What follows belongs to an exercise in optimizing a design on an open flow for small area and a short achievable clock period; a production flow would make more cautious choices.
RTL that was checked went through simulation tests only; none was proved equivalent to the original.
Power figures rest on the tool's default switching activity, not on a simulated workload.

Design chronos_ex, start of the top module:
module chronos_ex (
	input clk,
	input rst,               
	input in_valid,
	input [31:0] inst,
	input [31:0] pc,
	input [31:0] rs1_data,
	input [31:0] rs2_data,
	output reg out_valid,
	output reg [31:0] result,
	output reg br_taken,
	output reg [31:0] br_target,
	output [31:0] mem_wdata,
	output [3:0] mem_wmask
);
Size in the first run: roughly 1,400 cells after synthesis, about 240 flip-flops, about 230 I/O pins, ~12,000 um^2 of cells after synthesis.
==> flow/config.mk <==
export PLATFORM = sky130hd
export DESIGN_NAME = chronos_ex
export DESIGN_NICKNAME = chronos_ex
export VERILOG_FILES = /design/flow/design.v
export SDC_FILE = /design/flow/constraint.sdc
export NUM_CORES = 4
export LEC_CHECK = 0
export CAP_MARGIN = 20
export CORE_MARGIN = 2
export CORE_UTILIZATION = 55
export CTS_CLUSTER_DIAMETER = 80
export CTS_CLUSTER_SIZE = 30
export SETUP_SLACK_MARGIN = 2.7
export SLEW_MARGIN = 20
==> flow/constraint.sdc <==
create_clock -name core_clock -period 5.5 [get_ports {clk}]
set_input_delay 1.1000 -clock core_clock [delete_from_list [all_inputs] [get_ports {clk}]]
set_output_delay 1.1000 -clock core_clock [all_outputs]
set_load 0.01 [all_outputs]
standard.sh (not shown) runs the stock make flow with config.mk's settings and CLKGATE_MAP_FILE= SYNTH_SCRIPT=/design/flow/synth_recipe.tcl, a recipe that flattens the netlist after the stock synthesis.
==> flow/flow/run.sh <==
#!/bin/bash
# Own layout flow: the standard layout (standard.sh, standard synthesis
# unchanged), except that buffer_ports gives every port a buf_1 buffer.
# make's full output goes to standard.log; each ORFS step logs under orfs/logs/.
set -euo pipefail
export BUFFER_PORTS_ARGS="-buffer_cell sky130_fd_sc_hd__buf_1"
bash standard.sh > standard.log 2>&1
Change:
--- a/flow/config.mk
+++ b/flow/config.mk
@@ -9,6 +9,7 @@
 export CORE_MARGIN = 2
-export CORE_UTILIZATION = 55
+export CORE_UTILIZATION = 70
 export CTS_CLUSTER_DIAMETER = 80
 export CTS_CLUSTER_SIZE = 30
-export SETUP_SLACK_MARGIN = 2.7
+export PLACE_DENSITY = 0.8
+export SETUP_SLACK_MARGIN = 2.5
 export SLEW_MARGIN = 20
Result: Combinational power drops by about 7%. Global-route usage climbs by 7.1 points. Routed wire length drops by 4.4%. Cell count drops by about 4.5%. Register-to-register slack loses 0.08 ns. Synthesized area stays the same. Cell area drops by 4.0%. Power drops by about 1.7%. Fmax drops by about 5%. Die area drops by 21%.
Change:
--- a/flow/config.mk
+++ b/flow/config.mk
@@ -7,8 +7,8 @@
 export LEC_CHECK = 0
+export ABC_AREA = 1
 export CAP_MARGIN = 20
 export CORE_MARGIN = 2
-export CORE_UTILIZATION = 70
+export CORE_UTILIZATION = 55
 export CTS_CLUSTER_DIAMETER = 80
 export CTS_CLUSTER_SIZE = 30
-export PLACE_DENSITY = 0.8
 export SETUP_SLACK_MARGIN = 2.5
What happened:
- sequential power is about the same
- wire length increases by a little under a tenth
- utilization fell by 17 points
- final cell count rises by about a fifth
- total power goes up by a few percent
- via count goes up by a few percent
Change:
--- a/flow/config.mk
+++ b/flow/config.mk
@@ -7,3 +7,2 @@
 export LEC_CHECK = 0
-export ABC_AREA = 1
 export CAP_MARGIN = 20
The new run completed with no timing, DRC or antenna violations.
Count of clock-buffer cells in the layout is lower by 1.
Sequential share of layout area went up by 0.78 points.
Clock skew rose by 0.0071 ns.
Register-to-register slack is worse by 0.04 ns.
Change:
==> flow/config.mk (replaced) <==
export PLATFORM = sky130hd
export DESIGN_NAME = chronos_ex
export DESIGN_NICKNAME = chronos_ex
export VERILOG_FILES = /design/flow/design.v
export SDC_FILE = /design/flow/constraint.sdc
export NUM_CORES = 4
export LEC_CHECK = 0
export CAP_MARGIN = 0
export CORE_MARGIN = 2
export CORE_UTILIZATION = 55
export CTS_BUF_LIST = sky130_fd_sc_hd__clkbuf_8 sky130_fd_sc_hd__clkbuf_16
export CTS_CLUSTER_DIAMETER = 60
export CTS_CLUSTER_SIZE = 24
export SETUP_SLACK_MARGIN = 2.7
export SLEW_MARGIN = 0
Cell area is higher by a few percent.
Maximum frequency increases by a few percent.
Via count is higher slightly.
Synthesized cell count is unchanged.
Cell count went up by a few percent.
Setup slack gains 0.13 ns.
First-iteration DRC count grows by about a fifth.
Clock-buffer cell count increases by 6.

---

Another version of the RTL of chronos_ex (not shown whole).
Size: ~1,400 cells after synthesis, about 240 flip-flops, ~230 I/O pins, about 0.012 mm^2 of cells after synthesis.
Settings: LEC_CHECK=0, CAP_MARGIN=20, CORE_MARGIN=2, CORE_UTILIZATION=40, SETUP_SLACK_MARGIN=3.2, SLEW_MARGIN=20; clock period 5.5 ns.
run.sh (not shown) runs the stock make flow with config.mk's settings and CLKGATE_MAP_FILE= SYNTH_SCRIPT=/design/flow/synth_recipe.tcl, a recipe that flattens the netlist after the stock synthesis.
Stock flow here: none of the scripts above is used.
Then changed:
==> flow/flow/run.sh (new file) <==
#!/bin/bash
# Own layout flow: the standard layout (standard.sh, standard synthesis
# unchanged), except that buffer_ports gives every port a buf_1 buffer.
# make's full output goes to standard.log; each ORFS step logs under orfs/logs/.
set -euo pipefail
export BUFFER_PORTS_ARGS="-buffer_cell sky130_fd_sc_hd__buf_1"
bash standard.sh > standard.log 2>&1
==> flow/standard.sh (new file) <==
#!/bin/bash
# synth_recipe.tcl (not shown) runs the flow's synth.tcl, then flattens the netlist and writes it again
# the make line also repeats each setting of config.mk as NAME=value (left out here)
make -C /OpenROAD-flow-scripts/flow DESIGN_CONFIG=/design/flow/config.mk WORK_HOME=/design/flow/orfs CLKGATE_MAP_FILE= SYNTH_SCRIPT=/design/flow/synth_recipe.tcl "${@:-finish}"
- CORE_UTILIZATION: 40 -> 55
- CTS_CLUSTER_DIAMETER: default -> 80
- CTS_CLUSTER_SIZE: default -> 30
- SETUP_SLACK_MARGIN: 3.2 -> 2.5
removed: flow/run.sh
=> The new run ran to the end with no violations; power went down by 22%; combinational power decreases by 35%; setup slack is worse by 0.10 ns; maximum frequency is lower by 3.6%; synthesized area does not change; global-route usage climbs by 3.0 points; count of clock-buffer cells in the layout shrinks by 19; wire length falls by 19%.
Then changed:
- CORE_UTILIZATION: 55 -> 40
- CTS_CLUSTER_DIAMETER: 80 -> default
- CTS_CLUSTER_SIZE: 30 -> default
After rerunning: Clock skew goes down by 0.020 ns. Global-route usage goes down by 6.7 points. Non-clock buffer count does not change.
Then changed:
==> flow/run.sh (new file) <==
#!/bin/bash
# synth_recipe.tcl (not shown) runs the flow's synth.tcl, then flattens the netlist and writes it again
# the make line also repeats each setting of config.mk as NAME=value (left out here)
make -C /OpenROAD-flow-scripts/flow DESIGN_CONFIG=/design/flow/config.mk WORK_HOME=/design/flow/orfs CLKGATE_MAP_FILE= SYNTH_SCRIPT=/design/flow/synth_recipe.tcl finish
removed: flow/flow/run.sh
removed: flow/standard.sh
What happened:
- sequential share of layout area decreases by 3.8 points
- routed wire length is higher by a few percent
- die area is unchanged
- synthesized area does not change
- clock skew barely changes
- non-clock buffer count climbs by 23
Then changed:
==> flow/flow/run.sh (new file) <==
#!/bin/bash
# Own layout flow: the standard layout (standard.sh, standard synthesis
# unchanged), except that buffer_ports gives every port a buf_2 buffer.
# make's full output goes to standard.log; each ORFS step logs under orfs/logs/.
set -euo pipefail
export BUFFER_PORTS_ARGS="-buffer_cell sky130_fd_sc_hd__buf_2"
bash standard.sh > standard.log 2>&1
==> flow/standard.sh (new file) <==
#!/bin/bash
# synth_recipe.tcl (not shown) runs the flow's synth.tcl, then flattens the netlist and writes it again
# the make line also repeats each setting of config.mk as NAME=value (left out here)
make -C /OpenROAD-flow-scripts/flow DESIGN_CONFIG=/design/flow/config.mk WORK_HOME=/design/flow/orfs CLKGATE_MAP_FILE= SYNTH_SCRIPT=/design/flow/synth_recipe.tcl "${@:-finish}"
removed: flow/run.sh
=> The new run finished with timing, DRC and antenna clean. Critical path depth is higher by 4. Power is lower by 3.3%. Worst hold slack is about the same.
Function was not checked in any run of this note: the RTL went through the layout flow alone.

---

## alpha
The RTL this note starts from:
==> flow/design.v <==
module decode_alu (
	input [31:0] inst,
	input [31:0] rs1,
	input [31:0] rs2,
	output [31:0] a,
	output [31:0] b,
	output [31:0] d,
	output [12:0] ctl
);
	wire [6:0] opc = inst[6:0];
	wire [2:0] f3 = inst[14:12];
	wire is_op    = opc == 7'b0110011;
	wire is_opimm = opc == 7'b0010011;
	wire is_lui   = opc == 7'b0110111;
	wire is_load  = opc == 7'b0000011;
	wire is_store = opc == 7'b0100011;
	wire is_br    = opc == 7'b1100011;
	wire is_alu   = is_op | is_opimm;
	wire is_sll   = is_alu & (f3 == 3'd1);
	wire is_sr    = is_alu & (f3 == 3'd5);
	wire is_slt   = is_alu & (f3[2:1] == 2'b01);
	wire do_sub   = is_op & (f3 == 3'd0) & inst[30];
	wire do_add   = (is_alu & (f3 == 3'd0)) | is_load | is_store | is_lui;
	wire i2 = inst[2], i4 = inst[4];
	wire rev = i4 & (f3 == 3'b001);                    
	wire shp = i4 & ~i2 & (f3[1:0] == 2'b01);          
	wire [4:0] shamt = inst[5] ? rs2[4:0] : inst[24:20];
	wire fill = inst[30] & f3[2] & rs1[31];
	wire [31:0] ar;
	genvar i;
	generate for (i = 0; i < 32; i = i + 1) begin : g_rev
		assign ar[i] = rs1[31 - i];
	end endgenerate
	wire [31:0] x0 = rev ? ar : rs1;
	wire [31:0] x1 = (shp & shamt[4]) ? {{16{fill}}, x0[31:16]} : x0;
	wire [31:0] x2 = (shp & shamt[3]) ? {{8{fill}}, x1[31:8]} : x1;
	assign a = x2 & {32{~i2}};
	wire i5 = inst[5], i6 = inst[6];
	wire sub_s = (i5 & i4 & ~i2 & (f3 == 3'd0) & inst[30]) |    
	             (i4 & ~i2 & (f3[2:1] == 2'b01)) |              
	             (i6 & f3[2]);                                  
	wire [31:0] iimm = {{20{inst[31]}}, inst[31:20]};
	wire [31:0] simm = {{20{inst[31]}}, inst[31:25], inst[11:7]};
	wire [31:0] uimm = {inst[31:12], 12'b0};
	wire [31:0] bsel = ~i5 ? iimm : i2 ? uimm : (i4 | i6) ? rs2 : simm;
	assign b = bsel ^ {32{sub_s}};
	assign d = {rs2[31:16] & {16{f3 == 3'd2}}, rs2[15:8] & {8{f3 == 3'd1 || f3 == 3'd2}},
	            rs2[7:0] & {8{f3[2] == 1'b0 && f3[1:0] != 2'b11}}};
	wire is_xor = is_alu & (f3 == 3'd4);
	wire is_or  = is_alu & (f3 == 3'd6);
	wire is_and = is_alu & (f3 == 3'd7);
	wire br_x = is_br & (f3[2:1] == 2'b00);
	wire kp = do_add | is_xor | is_or | br_x;
	wire kg = is_or | is_and;
	wire en_lt = is_slt | (is_br & f3[2]);
	wire uns = is_br ? f3[1] : f3[0];
	wire ten = is_br & (f3[2:1] != 2'b01);
	wire inv = f3[0];
	wire arith = inst[30];
	wire [1:0] wk = ~is_store ? 2'd0 : (f3 == 3'd0) ? 2'd1 : (f3 == 3'd1) ? 2'd2 : (f3 == 3'd2) ? 2'd3 : 2'd0;
	assign ctl = {wk, arith, is_sr, is_sll, inv, ten, uns, en_lt, do_add, kg, kp, sub_s};
endmodule
module alu (
	input [31:0] a,
	input [31:0] b,
	input [10:0] ctl,
	output [31:0] alu_out,
	output taken
);
	wire sub = ctl[0];
	wire kp = ctl[1];
	wire kg = ctl[2];
	wire ce = ctl[3];
	wire en_lt = ctl[4];
	wire uns = ctl[5];
	wire ten = ctl[6];
	wire inv = ctl[7];
	wire kl = ctl[8];
	wire kr = ctl[9];
	wire arith = ctl[10];
	wire [31:0] p = a ^ b;
	wire [31:0] g = a & b;
	wire [32:0] c;
	prefix_carry #(.W(32)) pc0 (.p(p), .g(g), .ci(sub), .c(c));
	wire ltu = ~c[32];
	wire lt = uns ? ltu : (ltu ^ a[31] ^ ~b[31]);
	wire eq = ~|p;
	wire fill = arith & kr & a[31];
	wire [31:0] sr = $signed({fill, a}) >>> b[2:0];
	wire [31:0] sh;
	genvar i;
	generate for (i = 0; i < 32; i = i + 1) begin : g_sh
		assign sh[i] = (sr[i] & kr) | (sr[31 - i] & kl);
	end endgenerate
	wire [31:0] l = (p & {32{kp}}) | (g & {32{kg}});
	wire [31:0] r = (l ^ (c[31:0] & {32{ce}})) | sh;
	assign alu_out = {r[31:1], r[0] | (lt & en_lt)};
	assign taken = ten & ((en_lt ? lt : eq) ^ inv);
endmodule
module prefix_carry #(parameter W = 32) (
	input [W-1:0] p,
	input [W-1:0] g,
	input ci,
	output [W:0] c
);
	localparam L = (W > 16) ? 5 : (W > 8) ? 4 : (W > 4) ? 3 : (W > 2) ? 2 : 1;
	wire [W-1:0] gg [0:L];
	wire [W-1:0] pp [0:L];
	assign gg[0] = {g[W-1:1], g[0] | (p[0] & ci)};
	assign pp[0] = {p[W-1:1], 1'b0};
	genvar l, i;
	generate for (l = 0; l < L; l = l + 1) begin : g_lev
		for (i = 0; i < W; i = i + 1) begin : g_bit
			if ((i >> l) & 1) begin : g_op
				localparam integer J = ((i >> l) << l) - 1;
				assign gg[l+1][i] = gg[l][i] | (pp[l][i] & gg[l][J]);
				assign pp[l+1][i] = pp[l][i] & pp[l][J];
			end else begin : g_pass
				assign gg[l+1][i] = gg[l][i];
				assign pp[l+1][i] = pp[l][i];
			end
		end
	end endgenerate
	assign c = {gg[L], ci};
endmodule
module branch_gen (
	input [31:0] inst,
	input [31:0] pc,
	output [33:0] branch_lo      
);
	wire [11:0] bimm = {inst[31], inst[7], inst[30:25], inst[11:8]};
	wire [12:0] lo = {1'b0, pc[12:1]} + {1'b0, bimm};
	assign branch_lo = {bimm[11], lo[12], pc[31:13], lo[11:0], pc[0]};
endmodule
module branch_hi (
	input [33:0] branch_lo,
	output [31:0] branch_target
);
	wire sg = branch_lo[33];
	wire cy = branch_lo[32];
	wire [18:0] hi = branch_lo[31:13];
	wire dn = sg & ~cy;
	wire [18:0] x = hi ^ {19{dn}};
	wire [18:0] t;
	genvar i;
	generate for (i = 0; i < 19; i = i + 1) begin : g_t
		if (i == 0) begin : g0
			assign t[i] = 1'b1;
		end else begin : gn
			assign t[i] = &x[i-1:0];
		end
	end endgenerate
	wire [18:0] hi_t = hi ^ (t & {19{cy ^ sg}});
	assign branch_target = {hi_t, branch_lo[12:0]};
endmodule
module store_format (
	input [31:0] d,
	input [1:0] kind,       
	input [1:0] lane,
	output [31:0] write_data,
	output [3:0] write_mask
);
	assign write_data = d << {lane, 3'b000};
	wire [3:0] m = kind == 2'd1 ? 4'b0001 : kind == 2'd2 ? 4'b0011 : kind == 2'd3 ? 4'b1111 : 4'b0000;
	assign write_mask = kind == 2'd3 ? 4'b1111 : m << lane;
endmodule
module chronos_ex (
	input clk,
	input rst,               
	input in_valid,
	input [31:0] inst,
	input [31:0] pc,
	input [31:0] rs1_data,
	input [31:0] rs2_data,
	output reg out_valid,
	output reg [31:0] result,
	output reg br_taken,
	output reg [31:0] br_target,
	output [31:0] mem_wdata,
	output [3:0] mem_wmask
);
	wire [31:0] a_id, b_id, d_id;
	wire [12:0] ctl_id;
	decode_alu dec (
		.inst(inst), .rs1(rs1_data), .rs2(rs2_data),
		.a(a_id), .b(b_id), .d(d_id), .ctl(ctl_id));
	wire [33:0] tgt_id;
	branch_gen bgen (.inst(inst), .pc(pc), .branch_lo(tgt_id));
	reg v1;
	reg [31:0] a1, b1, d1;
	reg [33:0] tgt1;
	reg [12:0] ctl1;
	always @(posedge clk) begin
		v1 <= rst & in_valid;
		a1 <= a_id;
		b1 <= b_id;
		d1 <= d_id;
		tgt1 <= tgt_id;
		ctl1 <= ctl_id;
	end
	wire [31:0] alu_out;
	wire taken;
	alu _alu (.a(a1), .b(b1), .ctl(ctl1[10:0]), .alu_out(alu_out), .taken(taken));
	wire [31:0] tgt2;
	branch_hi bhi (.branch_lo(tgt1), .branch_target(tgt2));
	reg [31:0] d_q;
	reg [1:0] sk_q;
	always @(posedge clk) begin
		out_valid <= rst & v1;
		result <= alu_out;
		br_taken <= taken;
		br_target <= tgt2;
		d_q <= d1;
		sk_q <= ctl1[12:11];
	end
	store_format sf (.d(d_q), .kind(sk_q), .lane(result[1:0]),
		.write_data(mem_wdata), .write_mask(mem_wmask));
endmodule
clock: 5.5 ns
lec_check: 0
cap_margin: 0
core_margin: 2
core_utilization: 60
cts_cluster_diameter: 60
cts_cluster_size: 30
setup_slack_margin: 2.6
slew_margin: 0
standard.sh (not shown) runs the stock make flow with config.mk's settings and CLKGATE_MAP_FILE= SYNTH_SCRIPT=/design/flow/synth_recipe.tcl, a recipe that flattens the netlist after the stock synthesis.
==> flow/flow/run.sh <==
#!/bin/bash
# Own layout flow: the standard layout (standard.sh, standard synthesis
# unchanged), except that buffer_ports gives every port a buf_1 buffer.
# make's full output goes to standard.log; each ORFS step logs under orfs/logs/.
set -euo pipefail
export BUFFER_PORTS_ARGS="-buffer_cell sky130_fd_sc_hd__buf_1"
bash standard.sh > standard.log 2>&1
Here is what was changed in the inputs of beta compared with alpha.
Settings: CTS_CLUSTER_DIAMETER: 60 -> 80; SETUP_SLACK_MARGIN: 2.6 -> 2.5; CORE_UTILIZATION: 60 -> 55.
## What came out
Per the final summary, beta finished and its layout is clean on timing, DRC and antenna.
For the number of filler cells placed in the layout, beta came in 21% higher than alpha did.
[beta] number of placement rows rose 2 relative to alpha
Final net count: beta lower than alpha
Looking at via count, beta sits 145 lower than alpha does.
Fraction of met1 tracks used by global routing, alpha and beta, higher one = alpha.
As far as gate count of the mapped netlist goes, alpha and beta are indistinguishable; the numbers are identical.
Sequential fraction of total cell area in beta vs alpha: up 0.57 points
The non-clock buffer count reported for beta is smaller than that of alpha by 1.
Lower die outline area goes to alpha over beta.

-- separate check: timing with driven ports --
Ports are ideal in the flow. The routed layouts listed here were re-timed in OpenROAD.
Step 1 assumes that a clkbuf_16 drives the clock port and a buf_2 every other input.
Step 2 also shifts input and output timing later by t, the mid clock arrival at the registers, as if the neighbouring blocks saw the same clock.
a / b / c = no drivers / after step 1 / after step 2; a / b = the first two.
| run | t, ns | setup slack, ns | worst setup path after step 2 | clock arrival spread, ns | worst slew at a driven data input, ns |
|---|---|---|---|---|---|
| the first run of note 1 | 0.519 | 2.727 / 2.680 / 2.301 | input to register | 0.022 / 0.022 | 0.06 |
| the second run of note 1 | 0.526 | 2.581 / 2.532 / 2.138 | input to register | 0.025 / 0.025 | 0.05 |
| the third run of note 1 | 0.521 | 2.620 / 2.570 / 2.180 | input to register | 0.026 / 0.026 | 0.05 |
| the fourth run of note 1 | 0.522 | 2.592 / 2.543 / 2.150 | input to register | 0.033 / 0.032 | 0.06 |
| the fifth run of note 1 | 0.563 | 2.720 / 2.695 / 2.279 | input to register | 0.029 / 0.028 | 0.06 |
| the first run of note 2 | 0.600 | 2.696 / 2.644 / 2.534 | input to register | 0.017 / 0.016 | 0.07 |
| the second run of note 2 | 0.522 | 2.592 / 2.543 / 2.150 | input to register | 0.033 / 0.032 | 0.06 |
| the third run of note 2 | 0.595 | 2.585 / 2.537 / 2.143 | input to register | 0.014 / 0.013 | 0.06 |
| the fourth run of note 2 | 0.589 | 2.491 / 2.443 / 2.020 | input to register | 0.011 / 0.011 | 0.07 |
| the fifth run of note 2 | 0.599 | 2.597 / 2.573 / 2.029 | input to register | 0.019 / 0.018 | 0.06 |
| alpha | 0.548 | 2.626 / 2.626 / 2.221 | input to register | 0.032 / 0.032 | 0.06 |
| beta | 0.534 | 2.607 / 2.556 / 2.171 | input to register | 0.036 / 0.037 | 0.07 |
After both steps every run listed still meets setup and hold. For the fifth run of note 2, which loses most, drivers alone change the setup slack by -0.024 ns; drivers and shift together by -0.568 ns.
